What follows belongs to an exercise in optimizing a design on an open flow for small area, a short achievable clock period and few clock cycles; a production flow would make more cautious choices. In this exercise RTL edits were held to simulation tests only and were not proved equivalent to the original. The clock input has no modelled driver; a real chip could not lean on it and would need a root buffer or a full tree. Power is estimated from default activity; no workload was simulated.

==> flow/design.v (excerpt) <==
module rx_packet_handler #(
	parameter DATA_WIDTH = 128,
	parameter DEBUG_EN = 0
	)(
	input  wire                    axi_clk,
	input  wire                    axi_aresetn,
	output wire [63:0]             m_axis_eth_tdata,
	output wire [7:0]              m_axis_eth_tuser,
	output wire                    m_axis_eth_tlast,
	output wire [7:0]              m_axis_eth_tkeep,
	output wire                    m_axis_eth_tvalid,
	input  wire                    m_axis_eth_tready,
	output wire [31:0]             addr_o,
	input  wire [DATA_WIDTH-1:0]   data_i,
	output wire                    en_o,
	output wire                    rst_o,
	output wire [DATA_WIDTH/8-1:0] wea_o,
	output wire                    wren_o,
	input  wire [31:0]             pkt_addr_i,
	input  wire [15:0]             pkt_len_i,
	input  wire                    pkt_addr_v_i,
	output wire                    pkt_ack_o
	);
Size in the first run: roughly 320 cells after synthesis, roughly 30 flip-flops, ~310 I/O pins.
Settings: LEC_CHECK=0, CAP_MARGIN=20, CORE_AREA=4 4 104 104, CTS_BUF_LIST=sky130_fd_sc_hd__clkbuf_8 sky130_fd_sc_hd__clkbuf_16, CTS_CLUSTER_DIAMETER=500, CTS_CLUSTER_SIZE=100, DIE_AREA=0 0 108 108, SETUP_SLACK_MARGIN=1.1, SLEW_MARGIN=20; clock period 3.0 ns.
standard.sh (not shown) runs the stock make flow with config.mk's settings and CLKGATE_MAP_FILE= SYNTH_SCRIPT=/design/flow/synth_recipe.tcl, a recipe that flattens the netlist after the stock synthesis.
==> flow/flow/run.sh <==
#!/bin/bash
# Own layout flow: the standard flow (standard synthesis unchanged) with
# these changes:
# - the port buffers are the smallest buffer (buf_1) instead of the delay cell
#   buffer_ports picks by default; repair may still size them up;
# - one tie cell per constant value;
# - after CTS, the clock tree is cut down to a single buffer (flow/post_cts.tcl).
set -euo pipefail
here=$(pwd)
bash standard.sh \
  "BUFFER_PORTS_ARGS=-buffer_cell sky130_fd_sc_hd__buf_1" \
  "SKIP_REPAIR_TIE_FANOUT=1" \
  "POST_CTS_TCL=$here/flow/post_cts.tcl" \
  finish > flow_make.log 2>&1
==> flow/flow/post_cts.tcl <==
# Run after clock_tree_synthesis (ORFS POST_CTS_TCL hook). The design has only
# a few flip-flops, so the two-level tree CTS builds is replaced by its root
# buffer alone, sized up, driving every clock sink; the clock port still
# drives just that one buffer. The dummy load CTS added goes too.
set block [ord::get_db_block]
set port_net [$block findNet axi_clk]
set root ""
foreach it [$port_net getITerms] {
  if {$root ne ""} { error "clock port drives more than one cell" }
  set root [$it getInst]
}
set root_out ""
foreach it [$root getITerms] {
  if {[$it isOutputSignal]} { set root_out [$it getNet] }
}
set drop_insts {}
set drop_nets {}
foreach it [$root_out getITerms] {
  set inst [$it getInst]
  if {$inst eq $root} { continue }
  set master [[$inst getMaster] getName]
  if {![string match sky130_fd_sc_hd__clkbuf_* $master]} { continue }
  foreach jt [$inst getITerms] {
    if {[$jt isOutputSignal]} {
      set net [$jt getNet]
      foreach kt [$net getITerms] {
        if {[$kt getInst] eq $inst} { continue }
        set load [$kt getInst]
        if {[string match clkload* [$load getName]]} {
          lappend drop_insts $load
          continue
        }
        $kt disconnect
        $kt connect $root_out
      }
      lappend drop_nets $net
    }
  }
  lappend drop_insts $inst
}
foreach inst $drop_insts {
  puts "post_cts: removing [$inst getName]"
  odb::dbInst_destroy $inst
}
foreach net $drop_nets {
  if {[llength [$net getITerms]] == 0} { odb::dbNet_destroy $net }
}
set db [ord::get_db]
$root swapMaster [$db findMaster sky130_fd_sc_hd__clkbuf_16]
puts "post_cts: [$root getName] now drives [llength [$root_out getITerms]] pins"
detailed_placement
estimate_parasitics -placement
report_clock_min_period
Testbench counts at the start, summed over its fixed seeds: cycles 108,353.
Rerun with:
--- a/flow/flow/post_cts.tcl
+++ b/flow/flow/post_cts.tcl
@@ -46,4 +46,11 @@
   if {[llength [$net getITerms]] == 0} { odb::dbNet_destroy $net }
 }
+# The root net carries CTS's non-default (wide spacing) rule; as the only
+# clock net it now reaches every sink, so give it the default rule, as CTS
+# gives its leaf nets.
+if {[$root_out getNonDefaultRule] ne "NULL"} {
+  $root_out setNonDefaultRule NULL
+  puts "post_cts: cleared the non-default rule of [$root_out getName]"
+}
 set db [ord::get_db]
 $root swapMaster [$db findMaster sky130_fd_sc_hd__clkbuf_16]
--- a/flow/config.mk
+++ b/flow/config.mk
@@ -12,4 +12,4 @@
 export CTS_CLUSTER_SIZE = 100
 export DIE_AREA = 0 0 108 108
-export SETUP_SLACK_MARGIN = 1.1
+export SETUP_SLACK_MARGIN = 1.2
 export SLEW_MARGIN = 20
Effect:
- wire length drops by 0.50%
- synthesized cell count does not change
- via count fell by 1.3%
Rerun with:
--- a/flow/flow/run.sh
+++ b/flow/flow/run.sh
@@ -5,5 +5,6 @@
 #   buffer_ports picks by default; repair may still size them up;
 # - one tie cell per constant value;
-# - after CTS, the clock tree is cut down to a single buffer (flow/post_cts.tcl).
+# - after CTS, the clock tree is cut down to a single buffer and cells with
+#   slack to spare are sized down (flow/post_cts.tcl).
 set -euo pipefail
 here=$(pwd)
--- a/flow/flow/post_cts.tcl
+++ b/flow/flow/post_cts.tcl
@@ -56,4 +56,7 @@
 $root swapMaster [$db findMaster sky130_fd_sc_hd__clkbuf_16]
 puts "post_cts: [$root getName] now drives [llength [$root_out getITerms]] pins"
+estimate_parasitics -placement
+# Size down cells that have slack to spare beyond the flow's margin.
+repair_timing -setup -setup_margin $::env(SETUP_SLACK_MARGIN) -recover_power 100
 detailed_placement
 estimate_parasitics -placement
--- a/flow/config.mk
+++ b/flow/config.mk
@@ -12,4 +12,4 @@
 export CTS_CLUSTER_SIZE = 100
 export DIE_AREA = 0 0 108 108
-export SETUP_SLACK_MARGIN = 1.2
+export SETUP_SLACK_MARGIN = 1.3
 export SLEW_MARGIN = 20
=>
- count of clock-buffer cells in the layout does not change
- critical path depth goes down by 1
- setup slack improves by 0.089 ns
- core utilization goes up by 0.88 points
- sequential power increases by about 0.8%
- routed wire length came out higher by 0.64%
- design area is higher by 2.7%
Rerun with:
--- a/flow/flow/run.sh
+++ b/flow/flow/run.sh
@@ -5,6 +5,5 @@
 #   buffer_ports picks by default; repair may still size them up;
 # - one tie cell per constant value;
-# - after CTS, the clock tree is cut down to a single buffer and cells with
-#   slack to spare are sized down (flow/post_cts.tcl).
+# - after CTS, the clock tree is cut down to a single buffer (flow/post_cts.tcl).
 set -euo pipefail
 here=$(pwd)
--- a/flow/flow/post_cts.tcl
+++ b/flow/flow/post_cts.tcl
@@ -46,17 +46,7 @@
   if {[llength [$net getITerms]] == 0} { odb::dbNet_destroy $net }
 }
-# The root net carries CTS's non-default (wide spacing) rule; as the only
-# clock net it now reaches every sink, so give it the default rule, as CTS
-# gives its leaf nets.
-if {[$root_out getNonDefaultRule] ne "NULL"} {
-  $root_out setNonDefaultRule NULL
-  puts "post_cts: cleared the non-default rule of [$root_out getName]"
-}
 set db [ord::get_db]
 $root swapMaster [$db findMaster sky130_fd_sc_hd__clkbuf_16]
 puts "post_cts: [$root getName] now drives [llength [$root_out getITerms]] pins"
-estimate_parasitics -placement
-# Size down cells that have slack to spare beyond the flow's margin.
-repair_timing -setup -setup_margin $::env(SETUP_SLACK_MARGIN) -recover_power 100
 detailed_placement
 estimate_parasitics -placement
--- a/flow/config.mk
+++ b/flow/config.mk
@@ -7,9 +7,9 @@
 export LEC_CHECK = 0
 export CAP_MARGIN = 20
-export CORE_AREA = 4 4 104 104
+export CORE_AREA = 4 4 146 42
 export CTS_BUF_LIST = sky130_fd_sc_hd__clkbuf_8 sky130_fd_sc_hd__clkbuf_16
 export CTS_CLUSTER_DIAMETER = 500
 export CTS_CLUSTER_SIZE = 100
-export DIE_AREA = 0 0 108 108
-export SETUP_SLACK_MARGIN = 1.3
+export DIE_AREA = 0 0 150 46
+export SETUP_SLACK_MARGIN = 1.1
 export SLEW_MARGIN = 20
The changed run went through all stages and came out clean; critical path depth is higher by 5; fmax is lower by a little under a tenth; via count is higher slightly; final cell count is lower by roughly a tenth; core utilization is higher by 28 points; total power is lower slightly; global-route usage is higher by 12 points; wire length is higher slightly; flip-flop and latch count stays the same; register-to-register slack loses 0.20 ns; clock skew is higher by 0.0052 ns.

## separate check: timing with driven ports
No port has a modelled driver above. Below, the same layouts with a new extraction and two added sets of constraints.
Step 1 assumes that a clkbuf_16 drives the clock port and a buf_2 every other input.
Step 2 times the ports against the registers' clock, not the clock port: input delays grow and output delays shrink by t, the midpoint of the rising clock arrivals with the driver on.
a / b / c = ideal / step 1 / step 2; a / b = the first two.
run | t, ns | slack for setup (ns) | cell pins on the clock port's net
the first run | 0.196 | 1.216 / 1.185 / 1.018 | 1
the second run | 0.197 | 1.230 / 1.199 / 1.156 | 1
the third run | 0.203 | 1.318 / 1.287 / 1.177 | 1
the fourth run | 0.209 | 1.176 / 1.158 / 0.973 | 1
After both steps setup and hold are still met in every run listed. For the fourth run, which loses most, drivers alone change the setup slack by -0.018 ns; drivers and shift together by -0.203 ns.
